From an optimization exercise on the open Yosys and OpenROAD flow, aimed at small area, a short achievable clock period and few clock cycles; shortcuts taken in it are not production practice. The RTL of this run was laid out without a check of its function.

==> flow/design.v <==
module CONVCOR(
  input             clk,
  input             rst_n,
  input             in_valid,
  input      [15:0] in_a,
  input      [15:0] in_b,
  input             in_mode,
  output            out_valid,
  output     [35:0] out
);
reg  [3:0]  cnt;
reg         mode;
reg  [15:0] a0, a1, a2, b0, b1, b2;
reg  [35:0] acc, hold, res;
reg         ov, ovn, ovc;
reg  [2:0]  sx, sy;           
reg         uacc, o_sum, o_h, o_acc, h_en;
wire        start  = (cnt == 4'd0) & in_valid;
wire        swp    = start ? in_mode : mode;
wire [15:0] a_in   = swp ? {in_a[7:0], in_a[15:8]} : in_a;
reg  [3:0]  cnt_nx;
reg         mode_nx;
always @(*) begin
  mode_nx = start ? in_mode : mode;
  if (!rst_n)                                          cnt_nx = 4'd0;
  else if (cnt == 4'd0)                                cnt_nx = in_valid ? 4'd2 : 4'd0;
  else if ((mode && cnt == 4'd5) || (!mode && cnt == 4'd11)) cnt_nx = 4'd0;
  else                                                 cnt_nx = cnt + 4'd1;
end
reg [2:0] sx_nx, sy_nx;
reg       uacc_nx, o_sum_nx, o_h_nx, o_acc_nx, h_en_nx, ov_nx;
always @(*) begin
  sx_nx = 3'b001; sy_nx = 3'b001;
  uacc_nx = 1'b0; o_sum_nx = 1'b0; o_h_nx = 1'b0; o_acc_nx = 1'b0; h_en_nx = 1'b0; ov_nx = 1'b0;
  if (mode_nx) begin
    case (cnt_nx)
      4'd2: begin sx_nx = 3'b001; sy_nx = 3'b001; end
      4'd3: begin sx_nx = 3'b010; sy_nx = 3'b010; uacc_nx = 1'b1; end
      4'd4: begin sx_nx = 3'b100; sy_nx = 3'b100; uacc_nx = 1'b1; o_sum_nx = 1'b1; end
      4'd5: ov_nx = 1'b1;
      default: ;
    endcase
  end else begin
    case (cnt_nx)
      4'd2:  begin sx_nx = 3'b001; sy_nx = 3'b001; o_sum_nx = 1'b1; end
      4'd3:  begin sx_nx = 3'b001; sy_nx = 3'b010; end
      4'd4:  begin sx_nx = 3'b010; sy_nx = 3'b001; uacc_nx = 1'b1; h_en_nx = 1'b1; end
      4'd5:  begin sx_nx = 3'b010; sy_nx = 3'b010; end
      4'd6:  begin sx_nx = 3'b001; sy_nx = 3'b100; uacc_nx = 1'b1; end
      4'd7:  begin sx_nx = 3'b100; sy_nx = 3'b001; uacc_nx = 1'b1; o_h_nx = 1'b1; ov_nx = 1'b1; end
      4'd8:  begin sx_nx = 3'b010; sy_nx = 3'b100; o_acc_nx = 1'b1; ov_nx = 1'b1; end
      4'd9:  begin sx_nx = 3'b100; sy_nx = 3'b010; uacc_nx = 1'b1; o_sum_nx = 1'b1; ov_nx = 1'b1; end
      4'd10: begin sx_nx = 3'b100; sy_nx = 3'b100; o_sum_nx = 1'b1; ov_nx = 1'b1; end
      4'd11: ov_nx = 1'b1;
      default: ;
    endcase
  end
end
always @(posedge clk) begin
  cnt  <= cnt_nx;
  mode <= mode_nx;
  sx <= sx_nx; sy <= sy_nx;
  uacc <= uacc_nx; o_sum <= o_sum_nx; o_h <= o_h_nx; o_acc <= o_acc_nx; h_en <= h_en_nx;
  ov  <= ov_nx;
  ovn <= ov_nx & ~mode_nx;
  ovc <= ov_nx & mode_nx;
end
always @(posedge clk) begin
  if (start)           begin a0 <= a_in; b0 <= in_b; end
  if (cnt == 4'd2)     begin a1 <= a_in; b1 <= in_b; end
  if (cnt == 4'd3)     begin a2 <= a_in; b2 <= in_b; end
end
wire [15:0] x = ({16{sx[0]}} & a0) | ({16{sx[1]}} & a1) | ({16{sx[2]}} & a2);
wire [15:0] y = ({16{sy[0]}} & b0) | ({16{sy[1]}} & b1) | ({16{sy[2]}} & b2);
wire [35:0] accg = {36{uacc}} & acc;
wire [17:0] sr, si;
cmac u_mac (.xr(x[15:8]), .xi(x[7:0]), .yr(y[15:8]), .yi(y[7:0]),
            .accr(accg[35:18]), .acci(accg[17:0]), .sr(sr), .si(si));
wire [35:0] sum = {sr, si};
always @(posedge clk) begin
  acc <= sum;
  if (h_en) hold <= sum;
  if (o_sum)      res <= sum;
  else if (o_h)   res <= hold;
  else if (o_acc) res <= acc;
end
assign out_valid = ov;
assign out = ({36{ovn}} & res) | ({36{ovc}} & {res[17:0], res[35:18]});
endmodule
module cmac(
  input  [7:0] xr, input [7:0] xi, input [7:0] yr, input [7:0] yi,
  input  [17:0] accr, input [17:0] acci,
  output [17:0] sr, output [17:0] si
);
  wire yr_one0 = yr[0] ^ 1'b0;
  wire yr_two0 = (yr[1] & ~yr[0] & ~1'b0) | (~yr[1] & yr[0] & 1'b0);
  wire yr_neg0 = yr[1];
  wire yr_one1 = yr[2] ^ yr[1];
  wire yr_two1 = (yr[3] & ~yr[2] & ~yr[1]) | (~yr[3] & yr[2] & yr[1]);
  wire yr_neg1 = yr[3];
  wire yr_one2 = yr[4] ^ yr[3];
  wire yr_two2 = (yr[5] & ~yr[4] & ~yr[3]) | (~yr[5] & yr[4] & yr[3]);
  wire yr_neg2 = yr[5];
  wire yr_one3 = yr[6] ^ yr[5];
  wire yr_two3 = (yr[7] & ~yr[6] & ~yr[5]) | (~yr[7] & yr[6] & yr[5]);
  wire yr_neg3 = yr[7];
  wire yi_one0 = yi[0] ^ 1'b0;
  wire yi_two0 = (yi[1] & ~yi[0] & ~1'b0) | (~yi[1] & yi[0] & 1'b0);
  wire yi_neg0 = yi[1];
  wire yi_one1 = yi[2] ^ yi[1];
  wire yi_two1 = (yi[3] & ~yi[2] & ~yi[1]) | (~yi[3] & yi[2] & yi[1]);
  wire yi_neg1 = yi[3];
  wire yi_one2 = yi[4] ^ yi[3];
  wire yi_two2 = (yi[5] & ~yi[4] & ~yi[3]) | (~yi[5] & yi[4] & yi[3]);
  wire yi_neg2 = yi[5];
  wire yi_one3 = yi[6] ^ yi[5];
  wire yi_two3 = (yi[7] & ~yi[6] & ~yi[5]) | (~yi[7] & yi[6] & yi[5]);
  wire yi_neg3 = yi[7];
  wire n_w1 = (yr_one0 & xr[0]) ^ yr_neg0;
  wire n_w2 = ((yr_one0 & xr[1]) | (yr_two0 & xr[0])) ^ yr_neg0;
  wire n_w3 = ((yr_one0 & xr[2]) | (yr_two0 & xr[1])) ^ yr_neg0;
  wire n_w4 = ((yr_one0 & xr[3]) | (yr_two0 & xr[2])) ^ yr_neg0;
  wire n_w5 = ((yr_one0 & xr[4]) | (yr_two0 & xr[3])) ^ yr_neg0;
  wire n_w6 = ((yr_one0 & xr[5]) | (yr_two0 & xr[4])) ^ yr_neg0;
  wire n_w7 = ((yr_one0 & xr[6]) | (yr_two0 & xr[5])) ^ yr_neg0;
  wire n_w8 = ((yr_one0 & xr[7]) | (yr_two0 & xr[6])) ^ yr_neg0;
  wire n_w9 = ((yr_one0 & xr[7]) | (yr_two0 & xr[7])) ^ yr_neg0;
  wire n_w10 = ~n_w9;
  wire n_w11 = yr_neg0;
  wire n_w12 = (yr_one1 & xr[0]) ^ yr_neg1;
  wire n_w13 = ((yr_one1 & xr[1]) | (yr_two1 & xr[0])) ^ yr_neg1;
  wire n_w14 = ((yr_one1 & xr[2]) | (yr_two1 & xr[1])) ^ yr_neg1;
  wire n_w15 = ((yr_one1 & xr[3]) | (yr_two1 & xr[2])) ^ yr_neg1;
  wire n_w16 = ((yr_one1 & xr[4]) | (yr_two1 & xr[3])) ^ yr_neg1;
  wire n_w17 = ((yr_one1 & xr[5]) | (yr_two1 & xr[4])) ^ yr_neg1;
  wire n_w18 = ((yr_one1 & xr[6]) | (yr_two1 & xr[5])) ^ yr_neg1;
  wire n_w19 = ((yr_one1 & xr[7]) | (yr_two1 & xr[6])) ^ yr_neg1;
  wire n_w20 = ((yr_one1 & xr[7]) | (yr_two1 & xr[7])) ^ yr_neg1;
  wire n_w21 = ~n_w20;
  wire n_w22 = yr_neg1;
  wire n_w23 = (yr_one2 & xr[0]) ^ yr_neg2;
  wire n_w24 = ((yr_one2 & xr[1]) | (yr_two2 & xr[0])) ^ yr_neg2;
  wire n_w25 = ((yr_one2 & xr[2]) | (yr_two2 & xr[1])) ^ yr_neg2;
  wire n_w26 = ((yr_one2 & xr[3]) | (yr_two2 & xr[2])) ^ yr_neg2;
  wire n_w27 = ((yr_one2 & xr[4]) | (yr_two2 & xr[3])) ^ yr_neg2;
  wire n_w28 = ((yr_one2 & xr[5]) | (yr_two2 & xr[4])) ^ yr_neg2;
  wire n_w29 = ((yr_one2 & xr[6]) | (yr_two2 & xr[5])) ^ yr_neg2;
  wire n_w30 = ((yr_one2 & xr[7]) | (yr_two2 & xr[6])) ^ yr_neg2;
  wire n_w31 = ((yr_one2 & xr[7]) | (yr_two2 & xr[7])) ^ yr_neg2;
  wire n_w32 = ~n_w31;
  wire n_w33 = yr_neg2;
  wire n_w34 = (yr_one3 & xr[0]) ^ yr_neg3;
  wire n_w35 = ((yr_one3 & xr[1]) | (yr_two3 & xr[0])) ^ yr_neg3;
  wire n_w36 = ((yr_one3 & xr[2]) | (yr_two3 & xr[1])) ^ yr_neg3;
  wire n_w37 = ((yr_one3 & xr[3]) | (yr_two3 & xr[2])) ^ yr_neg3;
  wire n_w38 = ((yr_one3 & xr[4]) | (yr_two3 & xr[3])) ^ yr_neg3;
  wire n_w39 = ((yr_one3 & xr[5]) | (yr_two3 & xr[4])) ^ yr_neg3;
  wire n_w40 = ((yr_one3 & xr[6]) | (yr_two3 & xr[5])) ^ yr_neg3;
  wire n_w41 = ((yr_one3 & xr[7]) | (yr_two3 & xr[6])) ^ yr_neg3;
  wire n_w42 = ((yr_one3 & xr[7]) | (yr_two3 & xr[7])) ^ yr_neg3;
  wire n_w43 = ~n_w42;
  wire n_w44 = yr_neg3;
  wire n_w45 = (yi_one0 & xi[0]) ^ ~yi_neg0;
  wire n_w46 = ((yi_one0 & xi[1]) | (yi_two0 & xi[0])) ^ ~yi_neg0;
  wire n_w47 = ((yi_one0 & xi[2]) | (yi_two0 & xi[1])) ^ ~yi_neg0;
  wire n_w48 = ((yi_one0 & xi[3]) | (yi_two0 & xi[2])) ^ ~yi_neg0;
  wire n_w49 = ((yi_one0 & xi[4]) | (yi_two0 & xi[3])) ^ ~yi_neg0;
  wire n_w50 = ((yi_one0 & xi[5]) | (yi_two0 & xi[4])) ^ ~yi_neg0;
  wire n_w51 = ((yi_one0 & xi[6]) | (yi_two0 & xi[5])) ^ ~yi_neg0;
  wire n_w52 = ((yi_one0 & xi[7]) | (yi_two0 & xi[6])) ^ ~yi_neg0;
  wire n_w53 = ((yi_one0 & xi[7]) | (yi_two0 & xi[7])) ^ ~yi_neg0;
  wire n_w54 = ~n_w53;
  wire n_w55 = ~yi_neg0;
  wire n_w56 = (yi_one1 & xi[0]) ^ ~yi_neg1;
  wire n_w57 = ((yi_one1 & xi[1]) | (yi_two1 & xi[0])) ^ ~yi_neg1;
  wire n_w58 = ((yi_one1 & xi[2]) | (yi_two1 & xi[1])) ^ ~yi_neg1;
  wire n_w59 = ((yi_one1 & xi[3]) | (yi_two1 & xi[2])) ^ ~yi_neg1;
  wire n_w60 = ((yi_one1 & xi[4]) | (yi_two1 & xi[3])) ^ ~yi_neg1;
  wire n_w61 = ((yi_one1 & xi[5]) | (yi_two1 & xi[4])) ^ ~yi_neg1;
  wire n_w62 = ((yi_one1 & xi[6]) | (yi_two1 & xi[5])) ^ ~yi_neg1;
  wire n_w63 = ((yi_one1 & xi[7]) | (yi_two1 & xi[6])) ^ ~yi_neg1;
  wire n_w64 = ((yi_one1 & xi[7]) | (yi_two1 & xi[7])) ^ ~yi_neg1;
  wire n_w65 = ~n_w64;
  wire n_w66 = ~yi_neg1;
  wire n_w67 = (yi_one2 & xi[0]) ^ ~yi_neg2;
  wire n_w68 = ((yi_one2 & xi[1]) | (yi_two2 & xi[0])) ^ ~yi_neg2;
  wire n_w69 = ((yi_one2 & xi[2]) | (yi_two2 & xi[1])) ^ ~yi_neg2;
  wire n_w70 = ((yi_one2 & xi[3]) | (yi_two2 & xi[2])) ^ ~yi_neg2;
  wire n_w71 = ((yi_one2 & xi[4]) | (yi_two2 & xi[3])) ^ ~yi_neg2;
  wire n_w72 = ((yi_one2 & xi[5]) | (yi_two2 & xi[4])) ^ ~yi_neg2;
  wire n_w73 = ((yi_one2 & xi[6]) | (yi_two2 & xi[5])) ^ ~yi_neg2;
  wire n_w74 = ((yi_one2 & xi[7]) | (yi_two2 & xi[6])) ^ ~yi_neg2;
  wire n_w75 = ((yi_one2 & xi[7]) | (yi_two2 & xi[7])) ^ ~yi_neg2;
  wire n_w76 = ~n_w75;
  wire n_w77 = ~yi_neg2;
  wire n_w78 = (yi_one3 & xi[0]) ^ ~yi_neg3;
  wire n_w79 = ((yi_one3 & xi[1]) | (yi_two3 & xi[0])) ^ ~yi_neg3;
  wire n_w80 = ((yi_one3 & xi[2]) | (yi_two3 & xi[1])) ^ ~yi_neg3;
  wire n_w81 = ((yi_one3 & xi[3]) | (yi_two3 & xi[2])) ^ ~yi_neg3;
  wire n_w82 = ((yi_one3 & xi[4]) | (yi_two3 & xi[3])) ^ ~yi_neg3;
  wire n_w83 = ((yi_one3 & xi[5]) | (yi_two3 & xi[4])) ^ ~yi_neg3;
  wire n_w84 = ((yi_one3 & xi[6]) | (yi_two3 & xi[5])) ^ ~yi_neg3;
  wire n_w85 = ((yi_one3 & xi[7]) | (yi_two3 & xi[6])) ^ ~yi_neg3;
  wire n_w86 = ((yi_one3 & xi[7]) | (yi_two3 & xi[7])) ^ ~yi_neg3;
  wire n_w87 = ~n_w86;
  wire n_w88 = ~yi_neg3;
  wire r_w89 = n_w7 ^ n_w16 ^ n_w25;
  wire r_w90 = (n_w7 & n_w16) | (n_w7 & n_w25) | (n_w16 & n_w25);
  wire r_w91 = n_w8 ^ n_w17;
  wire r_w92 = n_w8 & n_w17;
  wire r_w93 = n_w10 ^ n_w18;
  wire r_w94 = n_w10 & n_w18;
  wire r_w95 = n_w3 ^ n_w12;
  wire r_w96 = n_w3 & n_w12;
  wire r_w97 = n_w5 ^ n_w14 ^ n_w23;
  wire r_w98 = (n_w5 & n_w14) | (n_w5 & n_w23) | (n_w14 & n_w23);
  wire r_w99 = n_w33 ^ n_w49;
  wire r_w100 = n_w33 & n_w49;
  wire r_w101 = n_w6 ^ n_w15 ^ n_w24;
  wire r_w102 = (n_w6 & n_w15) | (n_w6 & n_w24) | (n_w15 & n_w24);
  wire r_w103 = n_w50 ^ n_w59;
  wire r_w104 = n_w50 & n_w59;
  wire r_w105 = n_w34 ^ n_w44 ^ n_w51;
  wire r_w106 = (n_w34 & n_w44) | (n_w34 & n_w51) | (n_w44 & n_w51);
  wire r_w107 = n_w60 ^ n_w69 ^ n_w78;
  wire r_w108 = (n_w60 & n_w69) | (n_w60 & n_w78) | (n_w69 & n_w78);
  wire r_w109 = n_w88 ^ accr[6];
  wire r_w110 = n_w88 & accr[6];
  wire r_w111 = n_w26 ^ n_w35 ^ n_w52;
  wire r_w112 = (n_w26 & n_w35) | (n_w26 & n_w52) | (n_w35 & n_w52);
  wire r_w113 = n_w61 ^ n_w70 ^ n_w79;
  wire r_w114 = (n_w61 & n_w70) | (n_w61 & n_w79) | (n_w70 & n_w79);
  wire r_w115 = accr[7] ^ r_w91 ^ r_w90;
  wire r_w116 = (accr[7] & r_w91) | (accr[7] & r_w90) | (r_w91 & r_w90);
  wire r_w117 = n_w27 ^ n_w36 ^ n_w54;
  wire r_w118 = (n_w27 & n_w36) | (n_w27 & n_w54) | (n_w36 & n_w54);
  wire r_w119 = n_w62 ^ n_w71 ^ n_w80;
  wire r_w120 = (n_w62 & n_w71) | (n_w62 & n_w80) | (n_w71 & n_w80);
  wire r_w121 = accr[8] ^ r_w93 ^ r_w92;
  wire r_w122 = (accr[8] & r_w93) | (accr[8] & r_w92) | (r_w93 & r_w92);
  wire r_w123 = n_w19 ^ n_w28 ^ n_w37;
  wire r_w124 = (n_w19 & n_w28) | (n_w19 & n_w37) | (n_w28 & n_w37);
  wire r_w125 = n_w63 ^ n_w72 ^ n_w81;
  wire r_w126 = (n_w63 & n_w72) | (n_w63 & n_w81) | (n_w72 & n_w81);
  wire r_w127 = accr[9] ^ 1'b1 ^ r_w94;
  wire r_w128 = (accr[9] & 1'b1) | (accr[9] & r_w94) | (1'b1 & r_w94);
  wire r_w129 = n_w21 ^ n_w29 ^ n_w38;
  wire r_w130 = (n_w21 & n_w29) | (n_w21 & n_w38) | (n_w29 & n_w38);
  wire r_w131 = n_w65 ^ n_w73 ^ n_w82;
  wire r_w132 = (n_w65 & n_w73) | (n_w65 & n_w82) | (n_w73 & n_w82);
  wire r_w133 = accr[10] ^ 1'b1;
  wire r_w134 = accr[10] & 1'b1;
  wire r_w135 = n_w30 ^ n_w39 ^ n_w74;
  wire r_w136 = (n_w30 & n_w39) | (n_w30 & n_w74) | (n_w39 & n_w74);
  wire r_w137 = n_w32 ^ n_w40;
  wire r_w138 = n_w32 & n_w40;
  wire r_w139 = n_w1 ^ n_w11;
  wire r_w140 = n_w1 & n_w11;
  wire r_w141 = n_w22 ^ n_w47 ^ n_w56;
  wire r_w142 = (n_w22 & n_w47) | (n_w22 & n_w56) | (n_w47 & n_w56);
  wire r_w143 = n_w4 ^ n_w13 ^ n_w48;
  wire r_w144 = (n_w4 & n_w13) | (n_w4 & n_w48) | (n_w13 & n_w48);
  wire r_w145 = n_w57 ^ accr[3];
  wire r_w146 = n_w57 & accr[3];
  wire r_w147 = n_w58 ^ n_w67 ^ n_w77;
  wire r_w148 = (n_w58 & n_w67) | (n_w58 & n_w77) | (n_w67 & n_w77);
  wire r_w149 = accr[4] ^ r_w97 ^ r_w99;
  wire r_w150 = (accr[4] & r_w97) | (accr[4] & r_w99) | (r_w97 & r_w99);
  wire r_w151 = n_w68 ^ accr[5] ^ r_w101;
  wire r_w152 = (n_w68 & accr[5]) | (n_w68 & r_w101) | (accr[5] & r_w101);
  wire r_w153 = r_w103 ^ r_w98 ^ r_w100;
  wire r_w154 = (r_w103 & r_w98) | (r_w103 & r_w100) | (r_w98 & r_w100);
  wire r_w155 = r_w89 ^ r_w105 ^ r_w107;
  wire r_w156 = (r_w89 & r_w105) | (r_w89 & r_w107) | (r_w105 & r_w107);
  wire r_w157 = r_w109 ^ r_w102 ^ r_w104;
  wire r_w158 = (r_w109 & r_w102) | (r_w109 & r_w104) | (r_w102 & r_w104);
  wire r_w159 = r_w111 ^ r_w113 ^ r_w115;
  wire r_w160 = (r_w111 & r_w113) | (r_w111 & r_w115) | (r_w113 & r_w115);
  wire r_w161 = r_w106 ^ r_w108 ^ r_w110;
  wire r_w162 = (r_w106 & r_w108) | (r_w106 & r_w110) | (r_w108 & r_w110);
  wire r_w163 = r_w117 ^ r_w119 ^ r_w121;
  wire r_w164 = (r_w117 & r_w119) | (r_w117 & r_w121) | (r_w119 & r_w121);
  wire r_w165 = r_w112 ^ r_w114 ^ r_w116;
  wire r_w166 = (r_w112 & r_w114) | (r_w112 & r_w116) | (r_w114 & r_w116);
  wire r_w167 = r_w123 ^ r_w125 ^ r_w127;
  wire r_w168 = (r_w123 & r_w125) | (r_w123 & r_w127) | (r_w125 & r_w127);
  wire r_w169 = r_w118 ^ r_w120 ^ r_w122;
  wire r_w170 = (r_w118 & r_w120) | (r_w118 & r_w122) | (r_w120 & r_w122);
  wire r_w171 = r_w129 ^ r_w131 ^ r_w133;
  wire r_w172 = (r_w129 & r_w131) | (r_w129 & r_w133) | (r_w131 & r_w133);
  wire r_w173 = r_w124 ^ r_w126 ^ r_w128;
  wire r_w174 = (r_w124 & r_w126) | (r_w124 & r_w128) | (r_w126 & r_w128);
  wire r_w175 = n_w83 ^ accr[11] ^ r_w135;
  wire r_w176 = (n_w83 & accr[11]) | (n_w83 & r_w135) | (accr[11] & r_w135);
  wire r_w177 = r_w130 ^ r_w132 ^ r_w134;
  wire r_w178 = (r_w130 & r_w132) | (r_w130 & r_w134) | (r_w132 & r_w134);
  wire r_w179 = n_w76 ^ n_w84 ^ accr[12];
  wire r_w180 = (n_w76 & n_w84) | (n_w76 & accr[12]) | (n_w84 & accr[12]);
  wire r_w181 = 1'b1 ^ r_w137 ^ r_w136;
  wire r_w182 = (1'b1 & r_w137) | (1'b1 & r_w136) | (r_w137 & r_w136);
  wire r_w183 = n_w41 ^ n_w85 ^ accr[13];
  wire r_w184 = (n_w41 & n_w85) | (n_w41 & accr[13]) | (n_w85 & accr[13]);
  wire r_w185 = n_w43 ^ n_w87;
  wire r_w186 = n_w43 & n_w87;
  wire r_w187 = n_w45 ^ n_w55;
  wire r_w188 = n_w45 & n_w55;
  wire r_w189 = n_w2 ^ n_w46 ^ accr[1];
  wire r_w190 = (n_w2 & n_w46) | (n_w2 & accr[1]) | (n_w46 & accr[1]);
  wire r_w191 = n_w66 ^ accr[2] ^ r_w95;
  wire r_w192 = (n_w66 & accr[2]) | (n_w66 & r_w95) | (accr[2] & r_w95);
  wire r_w193 = r_w96 ^ r_w143 ^ r_w145;
  wire r_w194 = (r_w96 & r_w143) | (r_w96 & r_w145) | (r_w143 & r_w145);
  wire r_w195 = r_w147 ^ r_w149 ^ r_w144;
  wire r_w196 = (r_w147 & r_w149) | (r_w147 & r_w144) | (r_w149 & r_w144);
  wire r_w197 = r_w151 ^ r_w153 ^ r_w148;
  wire r_w198 = (r_w151 & r_w153) | (r_w151 & r_w148) | (r_w153 & r_w148);
  wire r_w199 = r_w155 ^ r_w157 ^ r_w152;
  wire r_w200 = (r_w155 & r_w157) | (r_w155 & r_w152) | (r_w157 & r_w152);
  wire r_w201 = r_w159 ^ r_w161 ^ r_w156;
  wire r_w202 = (r_w159 & r_w161) | (r_w159 & r_w156) | (r_w161 & r_w156);
  wire r_w203 = r_w163 ^ r_w165 ^ r_w160;
  wire r_w204 = (r_w163 & r_w165) | (r_w163 & r_w160) | (r_w165 & r_w160);
  wire r_w205 = r_w167 ^ r_w169 ^ r_w164;
  wire r_w206 = (r_w167 & r_w169) | (r_w167 & r_w164) | (r_w169 & r_w164);
  wire r_w207 = r_w171 ^ r_w173 ^ r_w168;
  wire r_w208 = (r_w171 & r_w173) | (r_w171 & r_w168) | (r_w173 & r_w168);
  wire r_w209 = r_w175 ^ r_w177 ^ r_w172;
  wire r_w210 = (r_w175 & r_w177) | (r_w175 & r_w172) | (r_w177 & r_w172);
  wire r_w211 = r_w179 ^ r_w181 ^ r_w176;
  wire r_w212 = (r_w179 & r_w181) | (r_w179 & r_w176) | (r_w181 & r_w176);
  wire r_w213 = r_w138 ^ r_w183 ^ r_w180;
  wire r_w214 = (r_w138 & r_w183) | (r_w138 & r_w180) | (r_w183 & r_w180);
  wire r_w215 = accr[14] ^ 1'b1 ^ r_w185;
  wire r_w216 = (accr[14] & 1'b1) | (accr[14] & r_w185) | (1'b1 & r_w185);
  wire r_w217 = accr[0] ^ r_w139;
  wire r_w218 = accr[0] & r_w139;
  wire r_w219 = r_w140 ^ r_w189 ^ r_w188;
  wire r_w220 = (r_w140 & r_w189) | (r_w140 & r_w188) | (r_w189 & r_w188);
  wire r_w221 = r_w141 ^ r_w191 ^ r_w190;
  wire r_w222 = (r_w141 & r_w191) | (r_w141 & r_w190) | (r_w191 & r_w190);
  wire r_w223 = r_w142 ^ r_w193 ^ r_w192;
  wire r_w224 = (r_w142 & r_w193) | (r_w142 & r_w192) | (r_w193 & r_w192);
  wire r_w225 = r_w146 ^ r_w195 ^ r_w194;
  wire r_w226 = (r_w146 & r_w195) | (r_w146 & r_w194) | (r_w195 & r_w194);
  wire r_w227 = r_w150 ^ r_w197 ^ r_w196;
  wire r_w228 = (r_w150 & r_w197) | (r_w150 & r_w196) | (r_w197 & r_w196);
  wire r_w229 = r_w154 ^ r_w199 ^ r_w198;
  wire r_w230 = (r_w154 & r_w199) | (r_w154 & r_w198) | (r_w199 & r_w198);
  wire r_w231 = r_w158 ^ r_w201 ^ r_w200;
  wire r_w232 = (r_w158 & r_w201) | (r_w158 & r_w200) | (r_w201 & r_w200);
  wire r_w233 = r_w162 ^ r_w203 ^ r_w202;
  wire r_w234 = (r_w162 & r_w203) | (r_w162 & r_w202) | (r_w203 & r_w202);
  wire r_w235 = r_w166 ^ r_w205 ^ r_w204;
  wire r_w236 = (r_w166 & r_w205) | (r_w166 & r_w204) | (r_w205 & r_w204);
  wire r_w237 = r_w170 ^ r_w207 ^ r_w206;
  wire r_w238 = (r_w170 & r_w207) | (r_w170 & r_w206) | (r_w207 & r_w206);
  wire r_w239 = r_w174 ^ r_w209 ^ r_w208;
  wire r_w240 = (r_w174 & r_w209) | (r_w174 & r_w208) | (r_w209 & r_w208);
  wire r_w241 = r_w178 ^ r_w211 ^ r_w210;
  wire r_w242 = (r_w178 & r_w211) | (r_w178 & r_w210) | (r_w211 & r_w210);
  wire r_w243 = r_w182 ^ r_w213 ^ r_w212;
  wire r_w244 = (r_w182 & r_w213) | (r_w182 & r_w212) | (r_w213 & r_w212);
  wire r_w245 = r_w184 ^ r_w215 ^ r_w214;
  wire r_w246 = (r_w184 & r_w215) | (r_w184 & r_w214) | (r_w215 & r_w214);
  wire r_w247 = accr[15] ^ r_w186 ^ r_w216;
  wire r_w248 = (accr[15] & r_w186) | (accr[15] & r_w216) | (r_w186 & r_w216);
  wire r_w249 = accr[16] ^ 1'b1;
  wire r_w250 = accr[16] & 1'b1;
  wire r_w251 = accr[17] ^ 1'b1;
  wire r_w252 = accr[17] & 1'b1;
  wire [17:0] r_ra = {r_w251, r_w249, r_w247, r_w245, r_w243, r_w241, r_w239, r_w237, r_w235, r_w233, r_w231, r_w229, r_w227, r_w225, r_w223, r_w221, r_w219, r_w187};
  wire [17:0] r_rb = {r_w250, r_w248, r_w246, r_w244, r_w242, r_w240, r_w238, r_w236, r_w234, r_w232, r_w230, r_w228, r_w226, r_w224, r_w222, r_w220, r_w218, r_w217};
  assign sr = r_ra + r_rb;
  wire r_w253 = (yi_one0 & xr[0]) ^ yi_neg0;
  wire r_w254 = ((yi_one0 & xr[1]) | (yi_two0 & xr[0])) ^ yi_neg0;
  wire r_w255 = ((yi_one0 & xr[2]) | (yi_two0 & xr[1])) ^ yi_neg0;
  wire r_w256 = ((yi_one0 & xr[3]) | (yi_two0 & xr[2])) ^ yi_neg0;
  wire r_w257 = ((yi_one0 & xr[4]) | (yi_two0 & xr[3])) ^ yi_neg0;
  wire r_w258 = ((yi_one0 & xr[5]) | (yi_two0 & xr[4])) ^ yi_neg0;
  wire r_w259 = ((yi_one0 & xr[6]) | (yi_two0 & xr[5])) ^ yi_neg0;
  wire r_w260 = ((yi_one0 & xr[7]) | (yi_two0 & xr[6])) ^ yi_neg0;
  wire r_w261 = ((yi_one0 & xr[7]) | (yi_two0 & xr[7])) ^ yi_neg0;
  wire r_w262 = ~r_w261;
  wire r_w263 = yi_neg0;
  wire r_w264 = (yi_one1 & xr[0]) ^ yi_neg1;
  wire r_w265 = ((yi_one1 & xr[1]) | (yi_two1 & xr[0])) ^ yi_neg1;
  wire r_w266 = ((yi_one1 & xr[2]) | (yi_two1 & xr[1])) ^ yi_neg1;
  wire r_w267 = ((yi_one1 & xr[3]) | (yi_two1 & xr[2])) ^ yi_neg1;
  wire r_w268 = ((yi_one1 & xr[4]) | (yi_two1 & xr[3])) ^ yi_neg1;
  wire r_w269 = ((yi_one1 & xr[5]) | (yi_two1 & xr[4])) ^ yi_neg1;
  wire r_w270 = ((yi_one1 & xr[6]) | (yi_two1 & xr[5])) ^ yi_neg1;
  wire r_w271 = ((yi_one1 & xr[7]) | (yi_two1 & xr[6])) ^ yi_neg1;
  wire r_w272 = ((yi_one1 & xr[7]) | (yi_two1 & xr[7])) ^ yi_neg1;
  wire r_w273 = ~r_w272;
  wire r_w274 = yi_neg1;
  wire r_w275 = (yi_one2 & xr[0]) ^ yi_neg2;
  wire r_w276 = ((yi_one2 & xr[1]) | (yi_two2 & xr[0])) ^ yi_neg2;
  wire r_w277 = ((yi_one2 & xr[2]) | (yi_two2 & xr[1])) ^ yi_neg2;
  wire r_w278 = ((yi_one2 & xr[3]) | (yi_two2 & xr[2])) ^ yi_neg2;
  wire r_w279 = ((yi_one2 & xr[4]) | (yi_two2 & xr[3])) ^ yi_neg2;
  wire r_w280 = ((yi_one2 & xr[5]) | (yi_two2 & xr[4])) ^ yi_neg2;
  wire r_w281 = ((yi_one2 & xr[6]) | (yi_two2 & xr[5])) ^ yi_neg2;
  wire r_w282 = ((yi_one2 & xr[7]) | (yi_two2 & xr[6])) ^ yi_neg2;
  wire r_w283 = ((yi_one2 & xr[7]) | (yi_two2 & xr[7])) ^ yi_neg2;
  wire r_w284 = ~r_w283;
  wire r_w285 = yi_neg2;
  wire r_w286 = (yi_one3 & xr[0]) ^ yi_neg3;
  wire r_w287 = ((yi_one3 & xr[1]) | (yi_two3 & xr[0])) ^ yi_neg3;
  wire r_w288 = ((yi_one3 & xr[2]) | (yi_two3 & xr[1])) ^ yi_neg3;
  wire r_w289 = ((yi_one3 & xr[3]) | (yi_two3 & xr[2])) ^ yi_neg3;
  wire r_w290 = ((yi_one3 & xr[4]) | (yi_two3 & xr[3])) ^ yi_neg3;
  wire r_w291 = ((yi_one3 & xr[5]) | (yi_two3 & xr[4])) ^ yi_neg3;
  wire r_w292 = ((yi_one3 & xr[6]) | (yi_two3 & xr[5])) ^ yi_neg3;
  wire r_w293 = ((yi_one3 & xr[7]) | (yi_two3 & xr[6])) ^ yi_neg3;
  wire r_w294 = ((yi_one3 & xr[7]) | (yi_two3 & xr[7])) ^ yi_neg3;
  wire r_w295 = ~r_w294;
  wire r_w296 = yi_neg3;
  wire r_w297 = (yr_one0 & xi[0]) ^ yr_neg0;
  wire r_w298 = ((yr_one0 & xi[1]) | (yr_two0 & xi[0])) ^ yr_neg0;
  wire r_w299 = ((yr_one0 & xi[2]) | (yr_two0 & xi[1])) ^ yr_neg0;
  wire r_w300 = ((yr_one0 & xi[3]) | (yr_two0 & xi[2])) ^ yr_neg0;
  wire r_w301 = ((yr_one0 & xi[4]) | (yr_two0 & xi[3])) ^ yr_neg0;
  wire r_w302 = ((yr_one0 & xi[5]) | (yr_two0 & xi[4])) ^ yr_neg0;
  wire r_w303 = ((yr_one0 & xi[6]) | (yr_two0 & xi[5])) ^ yr_neg0;
  wire r_w304 = ((yr_one0 & xi[7]) | (yr_two0 & xi[6])) ^ yr_neg0;
  wire r_w305 = ((yr_one0 & xi[7]) | (yr_two0 & xi[7])) ^ yr_neg0;
  wire r_w306 = ~r_w305;
  wire r_w307 = yr_neg0;
  wire r_w308 = (yr_one1 & xi[0]) ^ yr_neg1;
  wire r_w309 = ((yr_one1 & xi[1]) | (yr_two1 & xi[0])) ^ yr_neg1;
  wire r_w310 = ((yr_one1 & xi[2]) | (yr_two1 & xi[1])) ^ yr_neg1;
  wire r_w311 = ((yr_one1 & xi[3]) | (yr_two1 & xi[2])) ^ yr_neg1;
  wire r_w312 = ((yr_one1 & xi[4]) | (yr_two1 & xi[3])) ^ yr_neg1;
  wire r_w313 = ((yr_one1 & xi[5]) | (yr_two1 & xi[4])) ^ yr_neg1;
  wire r_w314 = ((yr_one1 & xi[6]) | (yr_two1 & xi[5])) ^ yr_neg1;
  wire r_w315 = ((yr_one1 & xi[7]) | (yr_two1 & xi[6])) ^ yr_neg1;
  wire r_w316 = ((yr_one1 & xi[7]) | (yr_two1 & xi[7])) ^ yr_neg1;
  wire r_w317 = ~r_w316;
  wire r_w318 = yr_neg1;
  wire r_w319 = (yr_one2 & xi[0]) ^ yr_neg2;
  wire r_w320 = ((yr_one2 & xi[1]) | (yr_two2 & xi[0])) ^ yr_neg2;
  wire r_w321 = ((yr_one2 & xi[2]) | (yr_two2 & xi[1])) ^ yr_neg2;
  wire r_w322 = ((yr_one2 & xi[3]) | (yr_two2 & xi[2])) ^ yr_neg2;
  wire r_w323 = ((yr_one2 & xi[4]) | (yr_two2 & xi[3])) ^ yr_neg2;
  wire r_w324 = ((yr_one2 & xi[5]) | (yr_two2 & xi[4])) ^ yr_neg2;
  wire r_w325 = ((yr_one2 & xi[6]) | (yr_two2 & xi[5])) ^ yr_neg2;
  wire r_w326 = ((yr_one2 & xi[7]) | (yr_two2 & xi[6])) ^ yr_neg2;
  wire r_w327 = ((yr_one2 & xi[7]) | (yr_two2 & xi[7])) ^ yr_neg2;
  wire r_w328 = ~r_w327;
  wire r_w329 = yr_neg2;
  wire r_w330 = (yr_one3 & xi[0]) ^ yr_neg3;
  wire r_w331 = ((yr_one3 & xi[1]) | (yr_two3 & xi[0])) ^ yr_neg3;
  wire r_w332 = ((yr_one3 & xi[2]) | (yr_two3 & xi[1])) ^ yr_neg3;
  wire r_w333 = ((yr_one3 & xi[3]) | (yr_two3 & xi[2])) ^ yr_neg3;
  wire r_w334 = ((yr_one3 & xi[4]) | (yr_two3 & xi[3])) ^ yr_neg3;
  wire r_w335 = ((yr_one3 & xi[5]) | (yr_two3 & xi[4])) ^ yr_neg3;
  wire r_w336 = ((yr_one3 & xi[6]) | (yr_two3 & xi[5])) ^ yr_neg3;
  wire r_w337 = ((yr_one3 & xi[7]) | (yr_two3 & xi[6])) ^ yr_neg3;
  wire r_w338 = ((yr_one3 & xi[7]) | (yr_two3 & xi[7])) ^ yr_neg3;
  wire r_w339 = ~r_w338;
  wire r_w340 = yr_neg3;
  wire i_w341 = r_w259 ^ r_w268 ^ r_w277;
  wire i_w342 = (r_w259 & r_w268) | (r_w259 & r_w277) | (r_w268 & r_w277);
  wire i_w343 = r_w260 ^ r_w269;
  wire i_w344 = r_w260 & r_w269;
  wire i_w345 = r_w262 ^ r_w270;
  wire i_w346 = r_w262 & r_w270;
  wire i_w347 = r_w255 ^ r_w264;
  wire i_w348 = r_w255 & r_w264;
  wire i_w349 = r_w257 ^ r_w266 ^ r_w275;
  wire i_w350 = (r_w257 & r_w266) | (r_w257 & r_w275) | (r_w266 & r_w275);
  wire i_w351 = r_w285 ^ r_w301;
  wire i_w352 = r_w285 & r_w301;
  wire i_w353 = r_w258 ^ r_w267 ^ r_w276;
  wire i_w354 = (r_w258 & r_w267) | (r_w258 & r_w276) | (r_w267 & r_w276);
  wire i_w355 = r_w302 ^ r_w311;
  wire i_w356 = r_w302 & r_w311;
  wire i_w357 = r_w286 ^ r_w296 ^ r_w303;
  wire i_w358 = (r_w286 & r_w296) | (r_w286 & r_w303) | (r_w296 & r_w303);
  wire i_w359 = r_w312 ^ r_w321 ^ r_w330;
  wire i_w360 = (r_w312 & r_w321) | (r_w312 & r_w330) | (r_w321 & r_w330);
  wire i_w361 = r_w340 ^ acci[6];
  wire i_w362 = r_w340 & acci[6];
  wire i_w363 = r_w278 ^ r_w287 ^ r_w304;
  wire i_w364 = (r_w278 & r_w287) | (r_w278 & r_w304) | (r_w287 & r_w304);
  wire i_w365 = r_w313 ^ r_w322 ^ r_w331;
  wire i_w366 = (r_w313 & r_w322) | (r_w313 & r_w331) | (r_w322 & r_w331);
  wire i_w367 = acci[7] ^ i_w343 ^ i_w342;
  wire i_w368 = (acci[7] & i_w343) | (acci[7] & i_w342) | (i_w343 & i_w342);
  wire i_w369 = r_w279 ^ r_w288 ^ r_w306;
  wire i_w370 = (r_w279 & r_w288) | (r_w279 & r_w306) | (r_w288 & r_w306);
  wire i_w371 = r_w314 ^ r_w323 ^ r_w332;
  wire i_w372 = (r_w314 & r_w323) | (r_w314 & r_w332) | (r_w323 & r_w332);
  wire i_w373 = acci[8] ^ i_w345 ^ i_w344;
  wire i_w374 = (acci[8] & i_w345) | (acci[8] & i_w344) | (i_w345 & i_w344);
  wire i_w375 = r_w271 ^ r_w280 ^ r_w289;
  wire i_w376 = (r_w271 & r_w280) | (r_w271 & r_w289) | (r_w280 & r_w289);
  wire i_w377 = r_w315 ^ r_w324 ^ r_w333;
  wire i_w378 = (r_w315 & r_w324) | (r_w315 & r_w333) | (r_w324 & r_w333);
  wire i_w379 = acci[9] ^ 1'b1 ^ i_w346;
  wire i_w380 = (acci[9] & 1'b1) | (acci[9] & i_w346) | (1'b1 & i_w346);
  wire i_w381 = r_w273 ^ r_w281 ^ r_w290;
  wire i_w382 = (r_w273 & r_w281) | (r_w273 & r_w290) | (r_w281 & r_w290);
  wire i_w383 = r_w317 ^ r_w325 ^ r_w334;
  wire i_w384 = (r_w317 & r_w325) | (r_w317 & r_w334) | (r_w325 & r_w334);
  wire i_w385 = acci[10] ^ 1'b1;
  wire i_w386 = acci[10] & 1'b1;
  wire i_w387 = r_w282 ^ r_w291 ^ r_w326;
  wire i_w388 = (r_w282 & r_w291) | (r_w282 & r_w326) | (r_w291 & r_w326);
  wire i_w389 = r_w284 ^ r_w292;
  wire i_w390 = r_w284 & r_w292;
  wire i_w391 = r_w253 ^ r_w263;
  wire i_w392 = r_w253 & r_w263;
  wire i_w393 = r_w274 ^ r_w299 ^ r_w308;
  wire i_w394 = (r_w274 & r_w299) | (r_w274 & r_w308) | (r_w299 & r_w308);
  wire i_w395 = r_w256 ^ r_w265 ^ r_w300;
  wire i_w396 = (r_w256 & r_w265) | (r_w256 & r_w300) | (r_w265 & r_w300);
  wire i_w397 = r_w309 ^ acci[3];
  wire i_w398 = r_w309 & acci[3];
  wire i_w399 = r_w310 ^ r_w319 ^ r_w329;
  wire i_w400 = (r_w310 & r_w319) | (r_w310 & r_w329) | (r_w319 & r_w329);
  wire i_w401 = acci[4] ^ i_w349 ^ i_w351;
  wire i_w402 = (acci[4] & i_w349) | (acci[4] & i_w351) | (i_w349 & i_w351);
  wire i_w403 = r_w320 ^ acci[5] ^ i_w353;
  wire i_w404 = (r_w320 & acci[5]) | (r_w320 & i_w353) | (acci[5] & i_w353);
  wire i_w405 = i_w355 ^ i_w350 ^ i_w352;
  wire i_w406 = (i_w355 & i_w350) | (i_w355 & i_w352) | (i_w350 & i_w352);
  wire i_w407 = i_w341 ^ i_w357 ^ i_w359;
  wire i_w408 = (i_w341 & i_w357) | (i_w341 & i_w359) | (i_w357 & i_w359);
  wire i_w409 = i_w361 ^ i_w354 ^ i_w356;
  wire i_w410 = (i_w361 & i_w354) | (i_w361 & i_w356) | (i_w354 & i_w356);
  wire i_w411 = i_w363 ^ i_w365 ^ i_w367;
  wire i_w412 = (i_w363 & i_w365) | (i_w363 & i_w367) | (i_w365 & i_w367);
  wire i_w413 = i_w358 ^ i_w360 ^ i_w362;
  wire i_w414 = (i_w358 & i_w360) | (i_w358 & i_w362) | (i_w360 & i_w362);
  wire i_w415 = i_w369 ^ i_w371 ^ i_w373;
  wire i_w416 = (i_w369 & i_w371) | (i_w369 & i_w373) | (i_w371 & i_w373);
  wire i_w417 = i_w364 ^ i_w366 ^ i_w368;
  wire i_w418 = (i_w364 & i_w366) | (i_w364 & i_w368) | (i_w366 & i_w368);
  wire i_w419 = i_w375 ^ i_w377 ^ i_w379;
  wire i_w420 = (i_w375 & i_w377) | (i_w375 & i_w379) | (i_w377 & i_w379);
  wire i_w421 = i_w370 ^ i_w372 ^ i_w374;
  wire i_w422 = (i_w370 & i_w372) | (i_w370 & i_w374) | (i_w372 & i_w374);
  wire i_w423 = i_w381 ^ i_w383 ^ i_w385;
  wire i_w424 = (i_w381 & i_w383) | (i_w381 & i_w385) | (i_w383 & i_w385);
  wire i_w425 = i_w376 ^ i_w378 ^ i_w380;
  wire i_w426 = (i_w376 & i_w378) | (i_w376 & i_w380) | (i_w378 & i_w380);
  wire i_w427 = r_w335 ^ acci[11] ^ i_w387;
  wire i_w428 = (r_w335 & acci[11]) | (r_w335 & i_w387) | (acci[11] & i_w387);
  wire i_w429 = i_w382 ^ i_w384 ^ i_w386;
  wire i_w430 = (i_w382 & i_w384) | (i_w382 & i_w386) | (i_w384 & i_w386);
  wire i_w431 = r_w328 ^ r_w336 ^ acci[12];
  wire i_w432 = (r_w328 & r_w336) | (r_w328 & acci[12]) | (r_w336 & acci[12]);
  wire i_w433 = 1'b1 ^ i_w389 ^ i_w388;
  wire i_w434 = (1'b1 & i_w389) | (1'b1 & i_w388) | (i_w389 & i_w388);
  wire i_w435 = r_w293 ^ r_w337 ^ acci[13];
  wire i_w436 = (r_w293 & r_w337) | (r_w293 & acci[13]) | (r_w337 & acci[13]);
  wire i_w437 = r_w295 ^ r_w339;
  wire i_w438 = r_w295 & r_w339;
  wire i_w439 = r_w297 ^ r_w307;
  wire i_w440 = r_w297 & r_w307;
  wire i_w441 = r_w254 ^ r_w298 ^ acci[1];
  wire i_w442 = (r_w254 & r_w298) | (r_w254 & acci[1]) | (r_w298 & acci[1]);
  wire i_w443 = r_w318 ^ acci[2] ^ i_w347;
  wire i_w444 = (r_w318 & acci[2]) | (r_w318 & i_w347) | (acci[2] & i_w347);
  wire i_w445 = i_w348 ^ i_w395 ^ i_w397;
  wire i_w446 = (i_w348 & i_w395) | (i_w348 & i_w397) | (i_w395 & i_w397);
  wire i_w447 = i_w399 ^ i_w401 ^ i_w396;
  wire i_w448 = (i_w399 & i_w401) | (i_w399 & i_w396) | (i_w401 & i_w396);
  wire i_w449 = i_w403 ^ i_w405 ^ i_w400;
  wire i_w450 = (i_w403 & i_w405) | (i_w403 & i_w400) | (i_w405 & i_w400);
  wire i_w451 = i_w407 ^ i_w409 ^ i_w404;
  wire i_w452 = (i_w407 & i_w409) | (i_w407 & i_w404) | (i_w409 & i_w404);
  wire i_w453 = i_w411 ^ i_w413 ^ i_w408;
  wire i_w454 = (i_w411 & i_w413) | (i_w411 & i_w408) | (i_w413 & i_w408);
  wire i_w455 = i_w415 ^ i_w417 ^ i_w412;
  wire i_w456 = (i_w415 & i_w417) | (i_w415 & i_w412) | (i_w417 & i_w412);
  wire i_w457 = i_w419 ^ i_w421 ^ i_w416;
  wire i_w458 = (i_w419 & i_w421) | (i_w419 & i_w416) | (i_w421 & i_w416);
  wire i_w459 = i_w423 ^ i_w425 ^ i_w420;
  wire i_w460 = (i_w423 & i_w425) | (i_w423 & i_w420) | (i_w425 & i_w420);
  wire i_w461 = i_w427 ^ i_w429 ^ i_w424;
  wire i_w462 = (i_w427 & i_w429) | (i_w427 & i_w424) | (i_w429 & i_w424);
  wire i_w463 = i_w431 ^ i_w433 ^ i_w428;
  wire i_w464 = (i_w431 & i_w433) | (i_w431 & i_w428) | (i_w433 & i_w428);
  wire i_w465 = i_w390 ^ i_w435 ^ i_w432;
  wire i_w466 = (i_w390 & i_w435) | (i_w390 & i_w432) | (i_w435 & i_w432);
  wire i_w467 = acci[14] ^ 1'b1 ^ i_w437;
  wire i_w468 = (acci[14] & 1'b1) | (acci[14] & i_w437) | (1'b1 & i_w437);
  wire i_w469 = acci[0] ^ i_w391;
  wire i_w470 = acci[0] & i_w391;
  wire i_w471 = i_w392 ^ i_w441 ^ i_w440;
  wire i_w472 = (i_w392 & i_w441) | (i_w392 & i_w440) | (i_w441 & i_w440);
  wire i_w473 = i_w393 ^ i_w443 ^ i_w442;
  wire i_w474 = (i_w393 & i_w443) | (i_w393 & i_w442) | (i_w443 & i_w442);
  wire i_w475 = i_w394 ^ i_w445 ^ i_w444;
  wire i_w476 = (i_w394 & i_w445) | (i_w394 & i_w444) | (i_w445 & i_w444);
  wire i_w477 = i_w398 ^ i_w447 ^ i_w446;
  wire i_w478 = (i_w398 & i_w447) | (i_w398 & i_w446) | (i_w447 & i_w446);
  wire i_w479 = i_w402 ^ i_w449 ^ i_w448;
  wire i_w480 = (i_w402 & i_w449) | (i_w402 & i_w448) | (i_w449 & i_w448);
  wire i_w481 = i_w406 ^ i_w451 ^ i_w450;
  wire i_w482 = (i_w406 & i_w451) | (i_w406 & i_w450) | (i_w451 & i_w450);
  wire i_w483 = i_w410 ^ i_w453 ^ i_w452;
  wire i_w484 = (i_w410 & i_w453) | (i_w410 & i_w452) | (i_w453 & i_w452);
  wire i_w485 = i_w414 ^ i_w455 ^ i_w454;
  wire i_w486 = (i_w414 & i_w455) | (i_w414 & i_w454) | (i_w455 & i_w454);
  wire i_w487 = i_w418 ^ i_w457 ^ i_w456;
  wire i_w488 = (i_w418 & i_w457) | (i_w418 & i_w456) | (i_w457 & i_w456);
  wire i_w489 = i_w422 ^ i_w459 ^ i_w458;
  wire i_w490 = (i_w422 & i_w459) | (i_w422 & i_w458) | (i_w459 & i_w458);
  wire i_w491 = i_w426 ^ i_w461 ^ i_w460;
  wire i_w492 = (i_w426 & i_w461) | (i_w426 & i_w460) | (i_w461 & i_w460);
  wire i_w493 = i_w430 ^ i_w463 ^ i_w462;
  wire i_w494 = (i_w430 & i_w463) | (i_w430 & i_w462) | (i_w463 & i_w462);
  wire i_w495 = i_w434 ^ i_w465 ^ i_w464;
  wire i_w496 = (i_w434 & i_w465) | (i_w434 & i_w464) | (i_w465 & i_w464);
  wire i_w497 = i_w436 ^ i_w467 ^ i_w466;
  wire i_w498 = (i_w436 & i_w467) | (i_w436 & i_w466) | (i_w467 & i_w466);
  wire i_w499 = acci[15] ^ i_w438 ^ i_w468;
  wire i_w500 = (acci[15] & i_w438) | (acci[15] & i_w468) | (i_w438 & i_w468);
  wire i_w501 = acci[16] ^ 1'b1;
  wire i_w502 = acci[16] & 1'b1;
  wire i_w503 = acci[17] ^ 1'b1;
  wire i_w504 = acci[17] & 1'b1;
  wire [17:0] i_ra = {i_w503, i_w501, i_w499, i_w497, i_w495, i_w493, i_w491, i_w489, i_w487, i_w485, i_w483, i_w481, i_w479, i_w477, i_w475, i_w473, i_w471, i_w439};
  wire [17:0] i_rb = {i_w502, i_w500, i_w498, i_w496, i_w494, i_w492, i_w490, i_w488, i_w486, i_w484, i_w482, i_w480, i_w478, i_w476, i_w474, i_w472, i_w470, i_w469};
  assign si = i_ra + i_rb;
endmodule
==> flow/run.sh <==
#!/bin/bash
# synth_recipe.tcl (not shown) runs the flow's synth.tcl, then flattens the netlist and writes it again
# the make line also repeats each setting of config.mk as NAME=value (left out here)
make -C /OpenROAD-flow-scripts/flow DESIGN_CONFIG=/design/flow/config.mk WORK_HOME=/design/flow/orfs CLKGATE_MAP_FILE= SYNTH_SCRIPT=/design/flow/synth_recipe.tcl finish
==> flow/config.mk <==
export PLATFORM = sky130hd
export DESIGN_NAME = CONVCOR
export DESIGN_NICKNAME = CONVCOR
export VERILOG_FILES = /design/flow/design.v
export SDC_FILE = /design/flow/constraint.sdc
export NUM_CORES = 4
export LEC_CHECK = 0
export CAP_MARGIN = 20
export CORE_MARGIN = 2
export CORE_UTILIZATION = 40
export SLEW_MARGIN = 20
==> flow/constraint.sdc <==
create_clock -name core_clock -period 10.0 [get_ports {clk}]
set_input_delay 2.0000 -clock core_clock [delete_from_list [all_inputs] [get_ports {clk}]]
set_output_delay 2.0000 -clock core_clock [all_outputs]
set_load 0.01 [all_outputs]
==> metrics list <==
- Via count of the routed design: 14500
- Dominant synthesized flop cell: sky130_fd_sc_hd__edfxtp_1
* Minimum clock period after layout: 7450 ps
- Met2 WL post-DR: 24900 um
- Of all cell types, the one taking the most synthesized area is sky130_fd_sc_hd__edfxtp_1.
- In this run the clock root is driven by a sky130_fd_sc_hd__clkbuf_16.
- Critical R2R Capture: res[34]
- Clock tree synthesis inserted a total of 25 buffers.
- Clock transition at path regs: 60 ps
* Critical path buffers and inverters: 3
- Max-cap violations in this run came to 0.
- Peak per-stage delay on the critical path: 930 ps
- Post-CTS setup buffer count: 0
- CP delay by family, top: adder cells
- Total track usage: 23.6%
- Number of storage elements in the synthesis netlist: 223
- For this block, the initial DRC count from the detailed router was 1381.
* Post-route setup TNS: 0 ps
- For this run, the top clock speed supported by timing is 0.134 GHz.
- The worst setup path is of the reg2reg kind.
- Number of max-slew violations in the final report: 0
- Along the worst hold path, the cell count comes to 2.
- Entering global routing, the biggest net connects 66 pins.
- The most numerous cell type found on the critical path is sky130_fd_sc_hd__fa_1.
- Crit path launch type: flip-flop
- Number of nets produced by synthesis: 2151
* Area overhead of the layout relative to synthesis: 9.80%
* Cell area after synthesis: 17900 um2
* Gate count after technology mapping: 1916
- Worst EP required: 10280 ps
- Worst R2R Setup Slack: 2550 ps
* Post-route DRC: 0
- Critical Path End Type: flip-flop
- Walking the worst path, the cells encountered are a22oi_1, and2_1, inv_2, nor2_1, a221oi_1, fa_1, fa_1, fa_1, fa_1, inv_1, fa_1, inv_1, ha_1, a21oi_1, o221a_2, o21a_1, a211o_1, nand3_1, o21a_1.
- Of the cells placed in the final design, the portion with a size suffix greater than 1 is 5.07%.
- Routed wire length: 55500 um
- Yosys warnings: 1
* Commonest cells post-synth: sky130_fd_sc_hd__nand2_1 (205), sky130_fd_sc_hd__edfxtp_1 (168), sky130_fd_sc_hd__inv_1 (158), sky130_fd_sc_hd__a21oi_1 (153), sky130_fd_sc_hd__o21ai_0 (149)
* Worst R2R Path Depth: 19
- Critical-path maximum fanout: 34
* Total number of clock tree sinks: 223
- The tightest min-delay check is of the reg2reg type.
- Unrepaired setup endpoints after global routing: false
- The startpoint identified for the worst register-to-register timing path is sy[0].
* Startpoint of the lowest-slack hold path: hold[4]
- The number of antenna violations at the first check in global routing is 1.
- In this run, synthesis inferred 168 flip-flops with an integrated enable.
- After detailed routing, the average wire length per cell comes to 22.3 um.
- The region available for standard cell placement spans 44100 um2.
- Average cell area after synthesis: 9.33 um2
* Post-DRT Antenna Nets: 0
* Count of input and output buffers: 72
- After detailed routing, the number of vias per cell comes to 5.85.
- Headroom to the max-slew limit: 27.7%
- 73 I/O pins were placed.
* Number of instances resized during post-cts repair: 0
- For hold timing, the worst endpoint is res[4].
- Number of core rows: 77
- Worst Skew: 17.2 ps
* Wire length on met3: 4880 um
- The slowest stage of the critical path is the sky130_fd_sc_hd__nor2_1 cell.
- Top metal layer carrying routed signals: met4
- Area share of the largest cell type after synthesis: 28.2%
* Routed metal-1 wire length: 23300 um
- First-pass GRT wire length: 84400 um
- Cell with the most instances after synthesis: sky130_fd_sc_hd__nand2_1
- Via count of the first global-routing pass: 14200
- Die width: 215 um
- Measured along the y axis, the die boundary spans 215 um.
- Status: no timing/DRC/antenna violations
* Clock latency (worst-skew pair): 540 ps
* Detailed Routing Iterations Pass 1: 6
- Number of buffers on the longest clock path: 3
- For this design, the CTS-stage hold fixing added 0 buffers.
- At the pin with the least slew margin, the transition time is 1080 ps.
- Setup violation total in the final timing report: 0
- CTS tree: built
- Placer Congestion: 0.986
- Data arrival time of the worst path: 7730 ps
* Distinct cells, synth: 69
* Placement Cell Area: 18900 um2
- Post-route clock period utilization: 74.5%
* Cell types occupying the most area after synthesis: sky130_fd_sc_hd__edfxtp_1 (28%), sky130_fd_sc_hd__fa_1 (14%), sky130_fd_sc_hd__dfxtp_1 (6.2%)
- Detailed placement HPWL: 40300 um
- Remaining Overflow, GRT: 0
- Final-stage net count: 2110
* Sequential share of the synthesized area: 34.4%
- The number of antenna diodes in the final layout is 0.
* Full die area: 46400 um2
- Total count of hold-check failures in the final report: 0
* Post-route cell area: 19600 um2
- In this run the number of H-tree levels came out at 1.
- Worst hold slack across all endpoints: 614 ps
* Effective utilization at floorplan: 40.5%
* Async set-or-reset flop fraction in the synthesized netlist: 0%
==> stage by stage <==
stage               util [%]  setup slack, ps  instances
detailed placement      42.7             2650       2440
global route            44.5             2190       2486
floorplan                  -             4170       1916
global placement        42.7             2740       2440
finish                  44.5             2550       2486
CTS                     44.5             2650       2486
==> per-layer routing <==
metal | vias up | track usage [%]
li1 | 6768 | -
met1 | 6977 | 32.0
met2 | 658 | 36.8
met3 | 145 | 5.06
met4 | 0 | 9.82
met5 | - | 0
==> state kept, by name, summed over array words and instances, names as in the netlist <==
signal and cells:
acc 36, hold 36, res 36, a0 16
a1 16, a2 16, b0 16, b1 16
b2 16, cnt 4, sx 3, sy 3
h_en 1, mode 1, o_acc 1, o_h 1
o_sum 1, ov 1, ovc 1, ovn 1
uacc 1
==> logic make-up (layout without fill, tap and decap cells) <==
| logic type | Yosys count | after routing | share of synthesized area (%) |
|---|---|---|---|
| muxes | 42 | 42 | 2.38 |
| buffers and inverters | 334 | 312 | 7.46 |
| xor gates and xnor gates | 58 | 58 | 2.84 |
| DFF | 223 | 223 | 34.4 |
| and+or+nand+nor | 427 | 427 | 10.7 |
| adders and majority gates | 205 | 205 | 19.5 |
| AOI/OAI and AO/OA | 627 | 627 | 22.8 |
==> how the worst max path moves through the flow <==
| stage | endpoint | depth (start not counted) | from | slack (ps) |
|---|---|---|---|---|
| 4_1_cts | res[30] | 19 | sy[0] | 2650 |
| 6_report | res[34] | 19 | sy[0] | 2550 |
| 3_5_place_dp | res[30] | 19 | sy[2] | 2650 |
| 5_1_grt | res[13] | 20 | sy[2] | 2190 |
| 2_1_floorplan | res[34] | 22 | sy[1] | 4170 |
| 3_3_place_gp | res[13] | 20 | sy[2] | 2740 |
==> area by class of cell <==
cell class,instances,area [um2]
multi-input cells,1359,10400
well taps,592,741
repair buffers,105,968
clock inverters,14,106
fillers,4371,24500
clock buffers,32,662
inverters,161,604
flip-flops and latches,223,6150
==> cells in the final DEF (no fill, tap or decap), drive strengths merged, types with 55 or more instances in the layout <==
cell type / synthesis / final
o22ai: 74 / 74
o21ai: 151 / 151
clkdlybuf4s50: 0 / 72
inv: 161 / 163
a21oi: 153 / 153
nand2: 207 / 207
fa: 125 / 125
dfxtp: 55 / 55
ha: 74 / 74
nor2: 97 / 97
edfxtp: 168 / 168
==> worst min-delay path, cell delays in order (launching register included) <==
cell and delay, ps:
sky130_fd_sc_hd__edfxtp_1 320, sky130_fd_sc_hd__mux2i_1 60, sky130_fd_sc_hd__o21ai_0 130

[re-timing with driven ports]
The results above use ideal ports. As a check the final layout listed here was re-extracted and re-timed, cells and wires unchanged. Step 1 assumes that a clkbuf_16 drives the clock port and a buf_2 every other input. Step 2 times the ports against the registers' clock, not the clock port: input delays grow and output delays shrink by t, the midpoint of the rising clock arrivals with the driver on. Slacks: ideal ports / drivers / drivers and shift; pairs: ideal ports / drivers.
t, ns: 0.587
setup slack, ns: 2.550 / 2.550 / 2.550
worst slew at a driven data input, ns: 0.04
pins driven straight from the clock port: 1
After both steps setup and hold are still met in this run. For this run, drivers alone change the setup slack by 0.000 ns; drivers and shift together by 0.000 ns.
